Source: an optimization exercise on an open RTL-to-GDS flow (aim: small area). Production flows keep margins and buffers that such runs may drop. Where RTL was checked, it was by simulation tests only, not by an equivalence proof against the original. Function not checked in run 4: the RTL went through the layout flow alone. No activity file was given, so power comes from the tool's default toggle rates.

## flow/run.sh

```bash
#!/bin/bash
# The standard layout, with clock tree synthesis told not to add dummy
# loads and to drive larger clusters of flip-flops from each leaf buffer
set -euo pipefail
export CTS_ARGS="-sink_clustering_enable -repair_clock_nets -dont_use_dummy_load -sink_clustering_size 20 -sink_clustering_max_diameter 120"
bash standard.sh > standard_flow.log 2>&1
```

## standard.sh

```bash
#!/bin/bash
# synth_recipe.tcl (not shown) runs the flow's synth.tcl, then flattens the netlist and writes it again
# the make line also repeats each setting of config.mk as NAME=value (left out here)
make -C /OpenROAD-flow-scripts/flow DESIGN_CONFIG=/design/flow/config.mk WORK_HOME=/design/flow/orfs CLKGATE_MAP_FILE= SYNTH_SCRIPT=/design/flow/synth_recipe.tcl "${@:-finish}"
```

## config.mk

```make
export PLATFORM = sky130hd
export DESIGN_NAME = mini16sc_cpu
export DESIGN_NICKNAME = mini16sc_cpu
export VERILOG_FILES = /design/flow/design.v
export SDC_FILE = /design/flow/constraint.sdc
export NUM_CORES = 4
export LEC_CHECK = 0
export CAP_MARGIN = 20
export CORE_MARGIN = 2
export CORE_UTILIZATION = 40
export SLEW_MARGIN = 20
export SYNTH_HIERARCHICAL = 1
```

## constraint.sdc

```tcl
create_clock -name core_clock -period 7.0 [get_ports {clk}]
set_input_delay 1.4000 -clock core_clock [delete_from_list [all_inputs] [get_ports {clk}]]
set_output_delay 1.4000 -clock core_clock [all_outputs]
set_load 0.01 [all_outputs]
```

## design.v

```verilog
module mini16sc_cpu
  #(
    parameter WIDTH_I = 16,
    parameter WIDTH_D = 16,
    parameter DEPTH_I = 10,
    parameter DEPTH_D = 10,
    parameter DEPTH_REG = 5
    )
  (
   input                    clk,
   input                    reset,
   input                    soft_reset,
   output reg [DEPTH_I-1:0] mem_i_r_addr,
   input [WIDTH_I-1:0]      mem_i_r_data,
   output reg [DEPTH_D-1:0] mem_d_r_addr,
   input [WIDTH_D-1:0]      mem_d_r_data,
   output reg [DEPTH_D-1:0] mem_d_w_addr,
   output reg [WIDTH_D-1:0] mem_d_w_data,
   output reg               mem_d_we
   );
  localparam I_ST   = 5'h01;
  localparam I_MVC  = 5'h02;
  localparam I_BA   = 5'h03;
  localparam I_BC   = 5'h04;
  localparam I_MUL  = 5'h05;
  localparam I_SR   = 5'h06;
  localparam I_SL   = 5'h07;
  localparam I_SRA  = 5'h08;
  localparam I_ADD  = 5'h10;
  localparam I_SUB  = 5'h11;
  localparam I_AND  = 5'h12;
  localparam I_OR   = 5'h13;
  localparam I_XOR  = 5'h14;
  localparam I_MV   = 5'h15;
  localparam I_MVIL = 5'h16;
  localparam I_MVS  = 5'h17;
  localparam I_BL   = 5'h18;
  localparam I_LD   = 5'h19;
  localparam I_CNZ  = 5'h1a;
  localparam I_CNM  = 5'h1b;
  reg [15:0]  inst;
  wire [4:0]  ol_d = inst[15:11];
  wire [4:0]  ol_a = inst[10:6];
  wire        is_im = inst[5];
  wire [4:0]  op = inst[4:0];
  reg [15:0]  regfile [0:31];
  wire [511:0] rf_all;
  genvar      gr;
  generate
    for (gr = 0; gr < 32; gr = gr + 1) begin : g_rf
      assign rf_all[16*gr+15:16*gr] = regfile[gr];
    end
  endgenerate
  wire [15:0] rd, ra;
  mini16sc_rf_read u_rd (.sel(ol_d), .rf(rf_all), .q(rd));
  mini16sc_rf_read u_ra (.sel(ol_a), .rf(rf_all), .q(ra));
  wire [15:0] b = is_im ? {{11{ol_a[4]}}, ol_a} : ra;
  wire        ra_nz = |ra;
  wire        u_go = (op == I_MUL) | (op == I_SR) | (op == I_SL) | (op == I_SRA);
  wire [1:0]  u_sel = {(op == I_SRA) | (op == I_MUL), (op == I_SR) | (op == I_MUL)};
  reg         s1_v, s2_v;
  reg [1:0]   s1_k, s2_k;
  reg [15:0]  s1_d, s1_b, s2_d;
  reg [15:0]  m3, m4, m5;
  reg [15:0]  sp0, sp1, sp2, sp3;
  wire        sh_big = |s1_b[15:4];
  wire        sh_left = (s1_k == 2'd0);
  wire        sh_fill = (s1_k == 2'd2) & s1_d[15];
  wire [15:0] sh_in;
  wire [15:0] sh_out;
  wire [15:0] sh_res;
  genvar g;
  generate
    for (g = 0; g < 16; g = g + 1) begin : g_rev
      assign sh_in[g] = sh_left ? s1_d[15-g] : s1_d[g];
      assign sh_res[g] = sh_left ? sh_out[15-g] : sh_out[g];
    end
  endgenerate
  wire [31:0] sh_ext = {{16{sh_fill}}, sh_in} >> s1_b[3:0];
  assign sh_out = sh_big ? {16{sh_fill}} : sh_ext[15:0];
  wire [15:0] mul_res = s1_d * s1_b;
  always @(posedge clk) begin
    s1_v <= u_go;
    s1_k <= u_sel;
    s1_d <= rd;
    s1_b <= b;
    s2_v <= s1_v;
    s2_k <= s1_k;
    s2_d <= (s1_k == 2'd3) ? mul_res : sh_res;
    if (s2_v && s2_k == 2'd0) sp0 <= s2_d;
    if (s2_v && s2_k == 2'd1) sp1 <= s2_d;
    if (s2_v && s2_k == 2'd2) sp2 <= s2_d;
    if (s2_v && s2_k == 2'd3) m3 <= s2_d;
    m4 <= m3;
    m5 <= m4;
    sp3 <= m5;
  end
  reg [15:0] sp_r;
  always @* begin
    case (b[1:0])
      2'd0: sp_r = sp0;
      2'd1: sp_r = sp1;
      2'd2: sp_r = sp2;
      default: sp_r = sp3;
    endcase
  end
  wire [10:0] pc_inc = {1'b0, mem_i_r_addr} + 11'd1;
  wire        is_sub = op[0];
  wire [16:0] addsub_x = {rd, 1'b1} + {b ^ {16{is_sub}}, is_sub};
  wire [15:0] addsub = addsub_x[16:1];
  reg [15:0] wdata;
  always @* begin
    case (op)
      I_ADD,
      I_SUB:  wdata = addsub;
      I_AND:  wdata = rd & b;
      I_OR:   wdata = rd | b;
      I_XOR:  wdata = rd ^ b;
      I_MV:   wdata = b;
      I_MVC:  wdata = rd;
      I_MVS:  wdata = sp_r;
      I_BL:   wdata = {5'd0, pc_inc};
      I_LD:   wdata = mem_d_r_data;
      I_MVIL: wdata = {5'd0, inst[15:5]};
      I_CNZ:  wdata = {16{ra_nz}};
      I_CNM:  wdata = {16{~ra[15]}};
      default: wdata = 16'd0;
    endcase
  end
  wire       we = op[4] | ((op == I_MVC) & ra_nz);
  wire [4:0] waddr = (op == I_MVC) ? 5'd0 : (op == I_MVIL) ? 5'd1 : ol_d;
  wire do_jump = (op == I_BA) | (op == I_BL) | ((op == I_BC) & (|rd));
  always @(posedge clk) begin
    if (we)
      regfile[waddr] <= wdata;
    if (reset | soft_reset)
      mem_i_r_addr <= 10'd0;
    else if (do_jump)
      mem_i_r_addr <= ra[9:0];
    else
      mem_i_r_addr <= pc_inc[9:0];
    inst[15:5] <= mem_i_r_data[15:5];
    if (reset)
      inst[4:0] <= 5'd0;
    else
      inst[4:0] <= mem_i_r_data[4:0];
    if (op == I_LD)
      mem_d_r_addr <= ra[9:0];
    mem_d_w_addr <= rd[9:0];
    mem_d_w_data <= b;
    mem_d_we <= (op == I_ST);
  end
endmodule
module mini16sc_aoi222(input [2:0] a, input [2:0] s, output y);
  assign y = ~|(a & s);
endmodule
module mini16sc_rf_read(input [4:0] sel, input [511:0] rf, output [15:0] q);
  wire [32:0] dec;
  genvar i, j;
  generate
    for (i = 0; i < 32; i = i + 1) begin : g_dec
      assign dec[i] = (sel == i);
    end
    assign dec[32] = dec[31];
    for (j = 0; j < 16; j = j + 1) begin : g_bit
      wire [32:0] col;
      wire [10:0] y;
      for (i = 0; i < 32; i = i + 1) begin : g_col
        assign col[i] = rf[16*i+j];
      end
      assign col[32] = col[31];
      for (i = 0; i < 11; i = i + 1) begin : g_aoi
        mini16sc_aoi222 u (.a(col[3*i+2:3*i]), .s(dec[3*i+2:3*i]), .y(y[i]));
      end
      assign q[j] = ~&y;
    end
  endgenerate
endmodule
```

==> results of run 1 <==
==> sequential cells by signal, indices dropped and copies added (netlist names), 2 cells and up <==
register	flops
inst	16
m3	16
m4	16
m5	16
mem_d_r_addr	10
mem_i_r_addr	10
regfile	512
s1_b	16
s1_d	16
s1_k	2
s2_d	16
s2_k	2
sp0	16
sp1	16
sp2	16
sp3	16
==> critical path, stage by stage (launching register included) <==
cell and delay (ns):
dfxtp_1 0.58, or3_1 0.31, nor2_1 0.10, buf_4 0.21
a222oi_1 0.57, nand4_1 0.44, or3_1 0.65, mux2i_2 0.26
xnor2_1 0.15, ha_1 0.28, a21oi_1 0.23, o2111ai_1 0.26
a21oi_1 0.31, o21bai_1 0.10, a21oi_1 0.36, o21ai_0 0.18
mux2i_1 0.15, o2111ai_2 0.79, buf_4 0.35
==> power by group <==
group / leakage [nW] / total (mW) / switching, mW / internal, mW
registers: 6.48 / 4.93 / 0.163 / 4.77
logic: 6.35 / 3.96 / 2.40 / 1.55
clock network: 0.505 / 2.35 / 1.30 / 1.04
total: 13.3 / 11.2 / 3.87 / 7.36
==> cells by family after synthesis <==
| group | Yosys count | synth area share |
|---|---|---|
| buf+inv | 241 | 0.0281 |
| compound gates | 575 | 0.148 |
| fa+ha+maj | 177 | 0.0831 |
| flops | 715 | 0.595 |
| xor+xnor | 72 | 0.0186 |
| simple gates | 628 | 0.0942 |
| mux | 65 | 0.0323 |
==> routing by layer <==
metal / part of all wire / GRT usage / wire (microns) / vias up
li1: - / - / - / 10500
met1: 0.38 / 0.357 / 45000 / 12600
met2: 0.45 / 0.420 / 53600 / 1769
met3: 0.12 / 0.0592 / 14200 / 318
met4: 0.054 / 0.123 / 6440 / 8
met5: 0.00045 / 0 / 54 / -
==> stage by stage <==
stage	setup slack (ns)	instances	cell area, sq um	hold WS (ns)
after floorplan	0.373	2473	33900	0.310
after global placement	0.679	3739	36900	0.310
after detailed placement	0.799	3740	37000	0.312
after CTS	0.781	3781	38000	0.329
after global routing	0.329	3783	38000	0.338
final	0.530	3784	38000	0.329
==> Yosys stat by module (local to each module, per instance) <==
module            cell area (sq um)  flip-flops and latches  cells inside  copies in the design
mini16sc_aoi222                10.0                       0             1                   352
mini16sc_cpu                  29200                     715          1899                     1
mini16sc_rf_read                602                       0           111                     2
==> final cells by class <==
cell class,count,area (sq um),area share
sequential,715,20200,0.531
multi-input combinational,1517,13000,0.341
timing repair buffer,218,1850,0.0488
tap,1134,1420,0.0373
clock buffer,41,1030,0.0270
inverter,158,593,0.0156
antenna,1,2.50,0.0000658
==> synthesized netlist by cell type, drive strengths merged (4+ instances only) <==
master	instances	area share
a221o	4	0.0012
or3b	7	0.0023
o211ai	12	0.0027
nor4	13	0.0024
and3	12	0.0022
o2111ai	9	0.0023
xor2	18	0.0047
o221ai	4	0.0010
nand2b	15	0.0028
nor3	22	0.0032
a222oi	356	0.11
buf	24	0.0041
nor3b	4	0.00089
nor2b	16	0.0030
a21oi	67	0.0099
xnor2	54	0.014
o22ai	11	0.0020
edfxtp	586	0.52
fa	80	0.047
nand3b	10	0.0022
a21o	7	0.0016
nand4	74	0.014
o21ai	29	0.0043
mux4	35	0.023
nand3	55	0.0081
a221oi	8	0.0021
and2	77	0.014
ha	97	0.036
a211oi	10	0.0022
mux2i	27	0.0080
or2	6	0.0011
clkbuf	59	0.0065
a31oi	6	0.0011
nand2	128	0.014
or3	37	0.0068
dfxtp	129	0.076
a22oi	23	0.0051
nor2	150	0.017
inv	158	0.017
==> worst max-delay path by stage <==
stage                   from         endpoint  slack (ns)  depth (start not counted)
detailed placement   inst[7]  regfile[26][14]        0.80                         18
finish              inst[10]  regfile[29][14]        0.53                         18
CTS                  inst[7]  regfile[29][14]        0.78                         18
global placement     inst[9]  regfile[25][14]        0.68                         17
floorplan            inst[9]    regfile[0][9]        0.37                         13
global route        inst[10]  regfile[29][14]        0.33                         18
==> key figures, run 1 <==
Timing
  – Final worst-path cycle share: 0.924
  – Fin Setup TNS: 0 ns
  – Worst Max-Slew Pin Slew: roughly 1.2 ns
  – Endpoints failing setup: 0
  – Period minus WS final: 6.47 ns
  – Fmax: 155 MHz
  – Fin. max-slew vios: 0
  – Final hold violations: 0
  – RSZ-0062 raised after global routing: false
  – Fin Clk Skew: 0.0772 ns
  – Slew headroom: 0.196

CTS
  – H-tree Lvls: 2
  – CTS resizes: 0
  – TritonCTS Buffers: 41
  – CTS tree: built
  – Post-CTS setup buffers: 0
  – Worst-Skew Late Latency: around 0.62 ns
  – Root Buffer: clkbuf_16
  – CTS Hold Bufs: 0
  – CTS sink cnt: 715
  – Maximum clock path buffer count: 3
  – Clk slew on worst S/H paths: ~0.090 ns

Floorplan
  – Row count: around 110
  – Ports: 82
  – Die Ht: a little under 300 microns
  – Die Footprint: 0.0871 sq mm
  – Die Width: 295 microns
  – Core Region: 0.0838 sq mm
  – Initial Utilization: 0.404

Route
  – Final wirelength: 119000 microns
  – Antenna-violating nets left: 0
  – Detailed-route DRC error count: 0
  – Drt pass-1 iters: 19
  – Avg Vias per Cell: 6.66
  – DR iter-0 viols: slightly above 5000
  – Total vias in the final route: 25200
  – Per-cell routed wire length: 31.5 microns

Power
  – Peak VDD IR: around 0.37 mV
  – PwrDens: 295 mW/mm^2
  – Final Power: 11.2 mW
  – Leakage: 13.3 nW

Worst setup path
  – FF-to-FF End: regfile[29][14]
  – R2R cell count: 18
  – CP Max Fanout: 17
  – Kind of end point of the critical path: register
  – Worst EP arrival: 6.91 ns
  – CP Launch Type: register
  – Required @ worst endpoint: 7.44 ns
  – Kind of critical path: reg2reg
  – R2R setup slack: 0.53 ns
  – Worst r2r src: inst[10]

Cells and area
  – Most frequent cells in the layout: 586 x edfxtp_1, 356 x a222oi_1, 158 x inv_1, 134 x buf_4
  – Fill cells: 7575
  – Nets@finish: 2863
  – Layout cells sized above 1: 0.105
  – P&R area growth vs syn: 12.2%
  – Leading cell type in the layout, fill and taps excluded: edfxtp_1
  – Fin util: 0.454

Placement
  – RePlAce Congestion: 1.06
  – Port Buffers: 81
  – Detailed placement HPWL: approximately 85000 microns

Hold path
  – Hold Path Stages: 0
  – Min-Delay Path Class: reg2reg
  – Hold wc startpoint: m4[4]
  – Hold EP: m5[4]

Global route
  – Number of global-route vias before repair: 24300
  – Initial antenna violation count: 10
  – First-pass GRT wire length: 170000 microns
  – Gr usage total: 0.268
  – Largest net degree at the start of global routing: 34
  – Gr ovfl total: 0

Synth
  – Synthesized cell area: 0.0339 sq mm
  – Distinct cells, synth: 67
  – Mapped Nets: about 2700
  – Yosys warns: 7
  – Syn Inst Count: 2473
  – Post-synth EDFFs: ~600
  – Synth Flop Type: edfxtp_1
  – Sequential element share of the synthesized area: 0.595
  – Seq cells post-synth: 715
  – Post-synth ARST share: 0
  – Post-Syn Area per Cell: around 14 sq um

Outcome
  – Status: timing/DRC/antenna clean

Run
  – Max Cap Violations: 0
==> run 2: changes to the inputs <==
==> flow/run.sh (replaced) <==
#!/bin/bash
# The standard layout, with clock tree synthesis told not to add dummy
# loads and to drive larger clusters of flip-flops from each leaf buffer
set -euo pipefail
export CTS_ARGS="-sink_clustering_enable -repair_clock_nets -dont_use_dummy_load -sink_clustering_size 24 -sink_clustering_max_diameter 130"
bash standard.sh > standard_flow.log 2>&1
--- a/config.mk
+++ b/config.mk
@@ -7,6 +7,6 @@
 export LEC_CHECK = 0
-export CAP_MARGIN = 20
+export CAP_MARGIN = 10
 export CORE_MARGIN = 2
 export CORE_UTILIZATION = 40
-export SLEW_MARGIN = 20
+export SLEW_MARGIN = 10
 export SYNTH_HIERARCHICAL = 1
==> run 2 against run 1 <==
First-iteration DRC count increased by 3.5%. Critical path depth unchanged. Sequential share of layout area rose by 0.25 points. Maximum frequency shrank 0.96%. Clock skew increased by 0.012 ns. Register-to-register slack got worse by 0.06 ns. Die area is the same. Routed wire length fell by 0.19%. Area after synthesis unchanged. Non-clock buffer count down 2. Cell area shrank 0.48%. Sequential power hardly changed.
==> key figures, run 2 <==
Outcome
  – Status: timing/DRC/antenna clean

Worst setup path
  – Required @ worst endpoint: 7.42 ns
  – Delay of the slowest critical-path stage: 0.79 ns
  – CP Max Fanout: 17
  – Kind of critical path: reg2reg
  – Worst EP arrival: roughly 7.0 ns
  – Kind of end point of the critical path: register
  – Critical-path top delay cell: o2111ai_2
  – CP Launch Type: register
  – Critical path, cell by cell: or3_1, nor2_1, buf_4, a222oi_1, nand4_1, or3_1, mux2i_1, xnor2_1, ha_1, nand3_1, o2111ai_1, a21oi_1, o21bai_1, a21oi_1, o21ai_0, mux2i_1, o2111ai_2, buf_4

Synth
  – Synth Flop Type: edfxtp_1
  – Seq cells post-synth: 715
  – Syn Inst Count: 2473
  – Post-synth EDFFs: ~590
  – Mapped Nets: between 2000 and 3000
  – Most common cell in the netlist: edfxtp_1
  – Post-synth ARST share: 0
  – XOR/XNOR Fraction of Synth Area: 0.0186
  – Sequential element share of the synthesized area: 0.595
  – Area share of the largest cell type after synthesis: 0.519
  – Synth Area in Adders: 0.0831
  – Leading area contributor after synthesis: edfxtp_1
  – Largest cells by area after synthesis: edfxtp_1 52%, a222oi_1 11%, dfxtp_1 7.6%, fa_1 4.7%, ha_1 3.6%
  – Simple-gate share of the synthesized area: 0.0942
  – Compound-cell area share of the yosys netlist: 0.148
  – Synthesized cell area: roughly 0.034 sq mm
  – Yosys warns: 7
  – Distinct cells, synth: 67
  – Post-Syn Area per Cell: 13.7 sq um
  – Commonest cells in the netlist: 586 x edfxtp_1, 356 x a222oi_1, 158 x inv_1, 150 x nor2_1, 129 x dfxtp_1
  – Largest family of logic cells by synthesized area: compound AO/OA/AOI/OAI gates
  – Post-synthesis mux area share: 0.0323

CTS
  – Clk slew on worst S/H paths: ~0.11 ns
  – TritonCTS Buffers: 36
  – CTS Hold Bufs: 0
  – H-tree Lvls: 2
  – CTS resizes: 0
  – Worst-Skew Late Latency: 0.60 ns
  – CTS tree: built
  – Root Buffer: clkbuf_16
  – CTS sink cnt: 715
  – Post-CTS setup buffers: 0
  – Maximum clock path buffer count: 3

Timing
  – Final hold violations: 0
  – Period minus WS final: 6.53 ns
  – Final worst-path cycle share: 0.933
  – Worst Max-Slew Pin Slew: 1.22 ns
  – Worst Hold Slack: between 0.3 and 0.4 ns
  – Fin. max-slew vios: 0
  – Fmax: 153 MHz
  – Slew headroom: 0.186
  – Fin Clk Skew: 0.0889 ns
  – RSZ-0062 raised after global routing: false
  – Endpoints failing setup: 0
  – Fin Setup TNS: 0 ns

Floorplan
  – Die Ht: about 300 microns
  – Initial Utilization: 0.404
  – Die Width: just under 300 microns
  – Ports: 82
  – Die Footprint: 0.0871 sq mm
  – Core Region: 0.0838 sq mm
  – Row count: 106

Power
  – Final Power: 11.1 mW
  – Peak VDD IR: 0.413 mV
  – Leakage: 13.2 nW
  – PwrDens: 293 mW/mm^2

Placement
  – Post-DP Area: 0.0369 sq mm
  – Detailed placement HPWL: between 80000 and 90000 microns
  – RePlAce Congestion: approximately 1.1
  – Port Buffers: 81

Global route
  – First-pass GRT wire length: between 150000 and 200000 microns
  – Largest net degree at the start of global routing: 34
  – Gr ovfl total: 0
  – Number of global-route vias before repair: 24300
  – Gr usage total: 0.269
  – Initial antenna violation count: 9

Cells and area
  – Leading cell type in the layout, fill and taps excluded: edfxtp_1
  – Nets@finish: 2856
  – Most frequent cells in the layout: 586 x edfxtp_1, 356 x a222oi_1, 158 x inv_1, 134 x buf_4
  – Layout cells sized above 1: 0.102
  – Largest register by flop count: regfile
  – P&R area growth vs syn: 11.7%
  – Post-route cell area: ~0.038 sq mm
  – Fin util: 0.452
  – Max reg flops: 512

Route
  – DR iter-0 viols: 5296
  – Avg Vias per Cell: around 6.7
  – Drt pass-1 iters: 15
  – Antenna-violating nets left: 0
  – Final wirelength: 119000 microns
  – Per-cell routed wire length: around 32 microns
  – Total vias in the final route: 25100
  – Detailed-route DRC error count: 0

Run
  – Max Cap Violations: 0

Hold path
  – Min-Delay Path Class: reg2reg
run 2: cell counts after synthesis:
No cell type changed its count.
run 2: modules after synthesis, one instance, submodules excluded:
module / times used / cell area [sq um] / flops+latches / cells inside
mini16sc_aoi222: 352 / 10.0 / 0 / 1
mini16sc_cpu: 1 / 29200 / 715 / 1899
mini16sc_rf_read: 2 / 602 / 0 / 111
run 2: per-stage QoR:
stage | instances | setup WS, ns
global route | 3776 | 0.250
floorplan | 2473 | 0.373
global placement | 3739 | 0.679
detailed placement | 3740 | 0.599
finish | 3778 | 0.468
CTS | 3776 | 0.550
run 2: power by group:
group	switching [mW]	internal (mW)	total [mW]
Combinational	2.40	1.55	3.95
Sequential	0.161	4.77	4.93
Clock	1.27	0.924	2.19
Total	3.83	7.24	11.1
run 2: kinds of logic (layout without fill, tap and decap cells):
group | count (synthesis) | in the layout
adders and majority gates | 177 | 177
other | 0 | 2
AOI/OAI and AO/OA | 575 | 575
DFF | 715 | 715
muxes | 65 | 65
xor gates and xnor gates | 72 | 72
and+or+nand+nor | 628 | 628
buffers and inverters | 241 | 410
run 2: routing by layer:
layer	global-route usage	part of all wire	up-vias
met4	0.112	0.049	4
met3	0.0625	0.12	287
met2	0.427	0.46	1763
li1	-	-	10500
met5	0	0.00023	-
met1	0.355	0.38	12600
run 2: final cells by class:
cell class	instances	area, sq um
fillers	7541	46000
flip-flops and latches	715	20200
multi-input cells	1517	12900
repair buffers	216	1830
well taps	1134	1420
clock buffers	36	901
inverters	158	593
diodes	2	5.00
run 2: worst paths after layout:
| check | from | endpoint | slack, ns | depth (start not counted) |
|---|---|---|---|---|
| worst min-delay path | m4[14] | m5[14] | 0.33 | 0 |
| worst min register to register | m4[14] | m5[14] | 0.33 | 0 |
| worst max register to register | inst[8] | regfile[18][14] | 0.47 | 18 |
| worst max-delay path | inst[8] | regfile[18][14] | 0.47 | 18 |
run 2: critical path: cells and delay by family (launching register included):
family                   cells  cell delay [ns]
AO/OA/AOI/OAI                7             2.55
AND/OR/NAND/NOR              5             1.59
adder cells (fa/ha/maj)      1             0.30
flip-flops                   1             0.63
XOR/XNOR                     1             0.17
buffers and inverters        2             0.56
multiplexers                 2             0.54
==> run 3: changes to the inputs <==
--- a/config.mk
+++ b/config.mk
@@ -7,6 +7,6 @@
 export LEC_CHECK = 0
-export CAP_MARGIN = 10
+export CAP_MARGIN = 0
 export CORE_MARGIN = 2
 export CORE_UTILIZATION = 40
-export SLEW_MARGIN = 10
+export SLEW_MARGIN = 0
 export SYNTH_HIERARCHICAL = 1
==> run 3 against run 2 <==
Sequential cell count stayed put. Clock skew increased by 0.014 ns. Synthesized cell count is the same. Cell area barely moved. Power up 0.14%. Sequential power barely moved. Highest routed layer unchanged. Area after synthesis unchanged. Clock-buffer cell count is the same. First-iteration DRC count grew 0.21%. Register-to-register slack worse by 0.20 ns. Final cell count hardly changed.
==> key figures, run 3 <==
Outcome
  – Status: timing/DRC/antenna clean

Global route
  – Gr ovfl total: 0
  – Initial antenna violation count: 6
  – Number of global-route vias before repair: 24200
  – Gr usage total: 0.269
  – First-pass GRT wire length: 170000 microns
  – Largest net degree at the start of global routing: 34

Placement
  – Pre-CTS setup slack: 0.590 ns
  – Detailed placement HPWL: between 80000 and 90000 microns
  – Port Buffers: 81
  – RePlAce Congestion: roughly 1.1

Floorplan
  – Core Region: 0.0838 sq mm
  – Die Width: 295 microns
  – Ports: 82
  – Die Footprint: just under 0.09 sq mm
  – Row count: ~110
  – Die Ht: 295 microns
  – Initial Utilization: 0.404

CTS
  – CTS tree: built
  – CTS resizes: 0
  – Worst-Skew Late Latency: between 0.6 and 0.7 ns
  – CTS Hold Bufs: 0
  – TritonCTS Buffers: 36
  – H-tree Lvls: 2
  – Post-CTS setup buffers: 0
  – CTS sink cnt: 715
  – Root Buffer: clkbuf_16
  – Maximum clock path buffer count: 3
  – Clk slew on worst S/H paths: roughly 0.10 ns

Synth
  – Sequential element share of the synthesized area: 0.595
  – Post-synth ARST share: 0
  – Yosys warns: 7
  – Distinct cells, synth: between 60 and 70
  – Commonest cells in the netlist: 586 x edfxtp_1, 356 x a222oi_1, 158 x inv_1, 150 x nor2_1, 129 x dfxtp_1
  – Leading area contributor after synthesis: edfxtp_1
  – Largest cells by area after synthesis: edfxtp_1 52%, a222oi_1 11%, dfxtp_1 7.6%, fa_1 4.7%, ha_1 3.6%
  – Syn Inst Count: 2473
  – Synthesized cell area: ~0.034 sq mm
  – Synth Flop Type: edfxtp_1
  – Most common cell in the netlist: edfxtp_1
  – Post-Syn Area per Cell: ~14 sq um
  – Area share of the largest cell type after synthesis: 0.519
  – Mapped Nets: around 2700
  – Post-synth EDFFs: 586
  – Seq cells post-synth: 715

Cells and area
  – Most frequent cells in the layout: 586 x edfxtp_1, 356 x a222oi_1, 158 x inv_1, 134 x buf_4
  – Multi-input logic area: 0.0129 sq mm
  – Nets@finish: 2856
  – Leading cell type in the layout, fill and taps excluded: edfxtp_1
  – Largest register by flop count: regfile
  – P&R area growth vs syn: 11.7%
  – Fill cells: 7519
  – Max reg flops: roughly 510
  – Layout cells sized above 1: 0.101
  – Register area: between 0.02 and 0.025 sq mm

Worst setup path
  – Kind of end point of the critical path: register
  – CP Max Fanout: 17
  – Kind of critical path: reg2reg
  – Worst EP arrival: 7.16 ns
  – Required @ worst endpoint: 7.43 ns
  – CP Launch Type: register

Timing
  – Fmax: between 100 and 150 MHz
  – Setup WS post-layout: 0.271 ns
  – Period minus WS final: a little under 7 ns
  – Fin Clk Skew: 0.103 ns
  – Final worst-path cycle share: 0.961
  – Slew headroom: 0.0930
  – Fin. max-slew vios: 0
  – Endpoints failing setup: 0
  – RSZ-0062 raised after global routing: false
  – Worst Max-Slew Pin Slew: 1.36 ns
  – Fin Setup TNS: 0 ns
  – Final hold violations: 0

Run
  – Max Cap Violations: 0

Route
  – DR iter-0 viols: 5307
  – Detailed-route DRC error count: 0
  – Avg Vias per Cell: between 6 and 7
  – Per-cell routed wire length: 31.5 microns
  – Drt pass-1 iters: 17
  – Antenna-violating nets left: 0
  – Final wirelength: 119000 microns
  – Total vias in the final route: around 25000

Power
  – Leakage: 13.2 nW
  – Peak VDD IR: 0.332 mV
  – PwrDens: approximately 290 mW/mm^2

Hold path
  – Min-Delay Path Class: reg2reg
==> run 3: cell counts after synthesis <==
No cell type changed its count.
==> run 3: through the flow <==
step	power (mW)	utilization	hold WS [ns]	area [sq um]	cells
5_1_grt	11.7	0.451	0.342	37800	3776
3_5_place_dp	8.96	0.441	0.312	36900	3739
6_report	11.1	0.451	0.331	37800	3780
3_3_place_gp	8.92	0.441	0.310	36900	3739
4_1_cts	11.1	0.451	0.332	37800	3775
2_1_floorplan	7.62	-	0.310	33900	2473
==> run 3: where the power goes <==
| group | switching [mW] | internal (mW) |
|---|---|---|
| registers | 0.160 | 4.77 |
| clock network | 1.28 | 0.924 |
| logic | 2.41 | 1.55 |
| total | 3.85 | 7.24 |
==> run 3: critical path, cell delays in order (launching register included) <==
cell	delay, ns
dfxtp_1	0.63
or3b_4	0.47
nor2_1	0.98
a222oi_1	0.34
nand4_1	0.39
or3_1	0.37
mux2i_2	0.15
xnor2_1	0.15
ha_1	0.32
a21oi_1	0.25
o2111ai_1	0.25
a21oi_1	0.30
o21bai_1	0.11
a21oi_1	0.35
o21ai_0	0.18
mux2i_1	0.15
o2111ai_2	0.80
buf_4	0.35
==> run 3: final timing paths <==
| path | slack [ns] | cells after the start | from | to |
|---|---|---|---|---|
| worst max register to register | 0.27 | 17 | inst[9] | regfile[26][14] |
| worst max-delay path | 0.27 | 17 | inst[9] | regfile[26][14] |
| worst min register to register | 0.33 | 0 | m4[10] | m5[10] |
| worst min-delay path | 0.33 | 0 | m4[10] | m5[10] |
==> run 3: cell families after synthesis <==
family | synth area share
buffers and inverters | 0.0281
AND/OR/NAND/NOR | 0.0942
AO/OA/AOI/OAI | 0.148
XOR/XNOR | 0.0186
adder cells (fa/ha/maj) | 0.0831
flip-flops | 0.595
multiplexers | 0.0323
==> run 3: metal layers <==
layer	routed length (microns)	global-route usage
met1	44600	0.356
met2	54400	0.426
met3	14200	0.0611
met4	5780	0.117
met5	36	0
==> run 3: modules after synthesis, one instance, submodules excluded <==
module	flops+latches	cell area [sq um]
mini16sc_cpu	715	29200
mini16sc_rf_read	0	602
mini16sc_aoi222	0	10.0
==> run 3: cell type report <==
type	count	area share
Sequential cell	715	0.533
Multi-Input combinational cell	1517	0.341
Clock buffer	36	0.0238
Timing Repair Buffer	216	0.0482
Inverter	158	0.0157
Antenna cell	4	0.000265
Tap cell	1134	0.0375
==> run 4: changes to the inputs <==
--- a/design.v
+++ b/design.v
@@ -46,12 +46,4 @@
   reg [15:0]  regfile [0:31];
-  wire [511:0] rf_all;
-  genvar      gr;
-  generate
-    for (gr = 0; gr < 32; gr = gr + 1) begin : g_rf
-      assign rf_all[16*gr+15:16*gr] = regfile[gr];
-    end
-  endgenerate
-  wire [15:0] rd, ra;
-  mini16sc_rf_read u_rd (.sel(ol_d), .rf(rf_all), .q(rd));
-  mini16sc_rf_read u_ra (.sel(ol_a), .rf(rf_all), .q(ra));
+  wire [15:0] rd = regfile[ol_d];
+  wire [15:0] ra = regfile[ol_a];
   wire [15:0] b = is_im ? {{11{ol_a[4]}}, ol_a} : ra;
@@ -107,5 +99,2 @@
   wire [10:0] pc_inc = {1'b0, mem_i_r_addr} + 11'd1;
-  wire        is_sub = op[0];
-  wire [16:0] addsub_x = {rd, 1'b1} + {b ^ {16{is_sub}}, is_sub};
-  wire [15:0] addsub = addsub_x[16:1];
   reg [15:0] wdata;
@@ -113,4 +102,4 @@
     case (op)
-      I_ADD,
-      I_SUB:  wdata = addsub;
+      I_ADD:  wdata = rd + b;
+      I_SUB:  wdata = rd - b;
       I_AND:  wdata = rd & b;
@@ -141,7 +130,6 @@
       mem_i_r_addr <= pc_inc[9:0];
-    inst[15:5] <= mem_i_r_data[15:5];
     if (reset)
-      inst[4:0] <= 5'd0;
+      inst <= 16'd0;
     else
-      inst[4:0] <= mem_i_r_data[4:0];
+      inst <= mem_i_r_data;
     if (op == I_LD)
@@ -153,26 +141 @@
 endmodule
-module mini16sc_aoi222(input [2:0] a, input [2:0] s, output y);
-  assign y = ~|(a & s);
-endmodule
-module mini16sc_rf_read(input [4:0] sel, input [511:0] rf, output [15:0] q);
-  wire [32:0] dec;
-  genvar i, j;
-  generate
-    for (i = 0; i < 32; i = i + 1) begin : g_dec
-      assign dec[i] = (sel == i);
-    end
-    assign dec[32] = dec[31];
-    for (j = 0; j < 16; j = j + 1) begin : g_bit
-      wire [32:0] col;
-      wire [10:0] y;
-      for (i = 0; i < 32; i = i + 1) begin : g_col
-        assign col[i] = rf[16*i+j];
-      end
-      assign col[32] = col[31];
-      for (i = 0; i < 11; i = i + 1) begin : g_aoi
-        mini16sc_aoi222 u (.a(col[3*i+2:3*i]), .s(dec[3*i+2:3*i]), .y(y[i]));
-      end
-      assign q[j] = ~&y;
-    end
-  endgenerate
-endmodule
==> run.sh (new file) <==
#!/bin/bash
# synth_recipe.tcl (not shown) runs the flow's synth.tcl, then flattens the netlist and writes it again
# the make line also repeats each setting of config.mk as NAME=value (left out here)
make -C /OpenROAD-flow-scripts/flow DESIGN_CONFIG=/design/flow/config.mk WORK_HOME=/design/flow/orfs CLKGATE_MAP_FILE= SYNTH_SCRIPT=/design/flow/synth_recipe.tcl finish
--- a/config.mk
+++ b/config.mk
@@ -7,6 +7,5 @@
 export LEC_CHECK = 0
-export CAP_MARGIN = 0
+export CAP_MARGIN = 20
 export CORE_MARGIN = 2
 export CORE_UTILIZATION = 40
-export SLEW_MARGIN = 0
-export SYNTH_HIERARCHICAL = 1
+export SLEW_MARGIN = 20
removed: flow/run.sh
removed: standard.sh
==> run 4 against run 3 <==
Still clean on timing, DRC and antenna. Non-clock buffer count shrank 30. Clock power increased by about 90%. Critical path depth up 6. Clock skew decreased by 0.077 ns. First-iteration DRC count shrank 42%. Synthesized cell count up 9.6%. Combinational power is 45% higher. Maximum frequency is 2.3% higher. Sequential share of layout area shrank 6.8 points. Register-to-register slack improved by 0.15 ns. Routed wire length grew 3.4%. Critical endpoint is now regfile[21][15]. Largest power group is now combinational logic.
==> key figures, run 4 <==
Outcome
  – Status: timing/DRC/antenna clean

Placement
  – Detailed placement HPWL: 83700 microns
  – RePlAce Congestion: 0.975
  – Port Buffers: slightly above 80

Cells and area
  – Fin util: 0.458
  – Max reg flops: 512
  – Nets@finish: 3005
  – Leading cell type in the layout, fill and taps excluded: edfxtp_1
  – Most frequent cells in the layout: 586 x edfxtp_1, 239 x mux4_2, 203 x mux2i_1, 174 x inv_1, 144 x nand2_1
  – Largest register by flop count: regfile
  – P&R area growth vs syn: 13.8%
  – Layout cells sized above 1: 0.193

Floorplan
  – Die Width: 313 microns
  – Die Footprint: 0.0979 sq mm
  – Row count: 113
  – Ports: roughly 80
  – Initial Utilization: 0.403
  – Core Region: 0.0947 sq mm
  – Die Ht: 313 microns

Timing
  – RSZ-0062 raised after global routing: false
  – Slew headroom: 0.155
  – Final worst-path cycle share: 0.940
  – Worst Hold Slack: between 0.3 and 0.4 ns
  – Endpoints failing setup: 0
  – Fin Clk Skew: ~0.027 ns
  – Fin Setup TNS: 0 ns
  – Period minus WS final: ~6.6 ns
  – Fin. max-slew vios: 0
  – Fmax: 152 MHz
  – Worst Max-Slew Pin Slew: 1.26 ns
  – Final hold violations: 0

Hold path
  – Min-Delay Path Class: reg2reg
  – Hold EP: m5[15]
  – Hold Path Stages: 0
  – Hold wc startpoint: m4[15]

Global route
  – Number of global-route vias before repair: 25300
  – Gr ovfl total: 0
  – Largest net degree at the start of global routing: 80
  – First-pass GRT wire length: 178000 microns
  – Initial antenna violation count: 2
  – Gr usage total: 0.250

Synth
  – Post-synth ARST share: 0
  – Yosys warns: 1
  – Mapped Nets: 2927
  – Distinct cells, synth: 74
  – Commonest cells in the netlist: 586 x edfxtp_1, 239 x mux4_2, 203 x mux2i_1, 174 x inv_1, 144 x nand2_1
  – Synth Flop Type: edfxtp_1
  – Post-Syn Area per Cell: 14.1 sq um
  – Largest cells by area after synthesis: edfxtp_1 46%, mux4_2 14%, dfxtp_1 6.8%, mux2i_1 5.3%, fa_1 4.2%
  – Most common cell in the netlist: edfxtp_1
  – Seq cells post-synth: 715
  – Post-synth EDFFs: 586
  – Area share of the largest cell type after synthesis: 0.461
  – Leading area contributor after synthesis: edfxtp_1
  – Sequential element share of the synthesized area: 0.529
  – Syn Inst Count: 2710
  – Synthesized cell area: 0.0382 sq mm

Route
  – Avg Vias per Cell: 6.10
  – Antenna-violating nets left: 0
  – Total vias in the final route: 25100
  – Final wirelength: 123000 microns
  – Per-cell routed wire length: 29.9 microns
  – Drt pass-1 iters: 6
  – Detailed-route DRC error count: 0
  – DR iter-0 viols: 3058

Worst setup path
  – FF-to-FF End: regfile[21][15]
  – Required @ worst endpoint: 7.34 ns
  – Kind of critical path: reg2reg
  – Kind of end point of the critical path: register
  – Worst EP arrival: 6.92 ns
  – R2R setup slack: 0.42 ns
  – CP Launch Type: register
  – Worst r2r src: inst[6]
  – R2R cell count: 23
  – CP Max Fanout: 79

CTS
  – CTS resizes: 0
  – Worst-Skew Late Latency: between 0.6 and 0.7 ns
  – Maximum clock path buffer count: 3
  – CTS sink cnt: ~720
  – TritonCTS Buffers: 74
  – H-tree Lvls: 3
  – CTS tree: built
  – Post-CTS setup buffers: 0
  – CTS Hold Bufs: 0
  – Clk slew on worst S/H paths: approximately 0.06 ns
  – Root Buffer: clkbuf_16

Power
  – PwrDens: approximately 340 mW/mm^2
  – Leakage: 15.2 nW
  – Peak VDD IR: between 0.6 and 0.7 mV

Run
  – Max Cap Violations: 0
## run 4: changes by cell type after synthesis, moves of 26 or more
cell      previous run  this run
nor2b_1             16        44
mux2_2               2        28
clkbuf_1            59       103
nand4_1             74         9
mux4_2              35       239
or3_1               37         6
a222oi_1           356        16
a22oi_1             23        52
buf_2                5        37
a21oi_1             67       103
mux2i_1             27       203
## run 4: logic make-up after synthesis
logic type | Yosys count | share of synthesized area
AO/OA/AOI/OAI | 377 | 0.0682
XOR/XNOR | 72 | 0.0165
adder cells (fa/ha/maj) | 182 | 0.0756
buffers and inverters | 360 | 0.0400
flip-flops | 715 | 0.529
multiplexers | 470 | 0.203
AND/OR/NAND/NOR | 534 | 0.0683
## run 4: cell type report
class | instances | area (sq um)
multi-input combinational | 1635 | 16800
sequential | 715 | 20200
antenna | 3 | 7.51
clock inverter | 41 | 552
fill | 8317 | 51300
timing repair buffer | 186 | 1640
clock buffer | 97 | 2010
inverter | 176 | 661
tap | 1265 | 1580
## run 4: per-stage QoR
stage	cells	setup WS, ns	area, sq um	power (mW)
floorplan	2710	0.857	38200	9.08
global placement	3977	0.585	40800	10.7
detailed placement	3977	0.590	40800	10.8
CTS	4115	0.539	43400	15.0
global route	4116	0.132	43400	15.8
finish	4118	0.421	43400	14.9
## run 4: how the worst max path moves through the flow
stage / from / end / slack, ns / depth (start not counted)
floorplan: s1_b[2] / s2_d[15] / 0.86 / 19
global placement: inst[6] / regfile[26][15] / 0.59 / 23
detailed placement: inst[6] / regfile[26][15] / 0.59 / 23
CTS: inst[6] / regfile[28][15] / 0.54 / 23
global route: inst[6] / regfile[30][15] / 0.13 / 23
finish: inst[6] / regfile[21][15] / 0.42 / 23
## run 4: routing by layer
| metal | share of wire | global-route usage | vias up |
|---|---|---|---|
| li1 | - | - | 10500 |
| met2 | 0.47 | 0.395 | 1304 |
| met3 | 0.082 | 0.0414 | 275 |
| met4 | 0.048 | 0.111 | 0 |
| met1 | 0.40 | 0.340 | 13000 |
| met5 | 0 | 0 | - |
## run 4: where the power goes
group	switching [mW]	leakage, nW	internal, mW
clock	1.69	1.23	2.49
combinational	3.33	7.43	2.40
sequential	0.173	6.49	4.78
total	5.19	15.2	9.67
## run 4: critical path, cell delays in order, from the launching register on
cell and delay (ns):
dfxtp_4 0.65, buf_12 0.31, buf_12 0.44, mux4_2 0.61, nand2_1 0.09, a21o_1 0.11
nand4_1 0.53, a21o_1 0.39, nand2_1 0.07, nand2_1 0.09, nor2_1 0.23, a21oi_1 0.12
xnor2_1 0.17, ha_1 0.35, or2_2 0.30, a21oi_1 0.17, inv_1 0.09, a31oi_1 0.23
o21ai_0 0.16, xnor2_1 0.20, a21oi_1 0.06, a41oi_1 0.21, nand3_1 0.20, buf_4 0.35

==> separate check: timing with driven ports <==
Ports are ideal in the flow. The routed layouts listed here were re-timed in OpenROAD.
Step 1, drivers: a clkbuf_16 drives clk and a buf_2 each remaining input, both assumed.
Step 2 times the ports against the registers' clock, not the clock port: input delays grow and output delays shrink by t, the midpoint of the rising clock arrivals with the driver on.
Slacks: ideal / step 1 / step 2; pairs: ideal / step 1.
run	shift t [ns]	setup WS [ns]	worst hold slack (ns)	worst setup path at the end	worst register clock-pin slew, ns
run 1	0.646	0.530 / 0.530 / 0.530	0.329 / 0.329 / 0.329	register to register	0.09 / 0.09
run 2	0.629	0.468 / 0.468 / 0.468	0.327 / 0.327 / 0.327	register to register	0.11 / 0.11
run 3	0.632	0.271 / 0.271 / 0.271	0.331 / 0.331 / 0.331	register to register	0.10 / 0.10
run 4	0.694	0.421 / 0.421 / 0.421	0.328 / 0.328 / 0.328	register to register	0.07 / 0.07
After both steps every run listed still meets setup and hold.
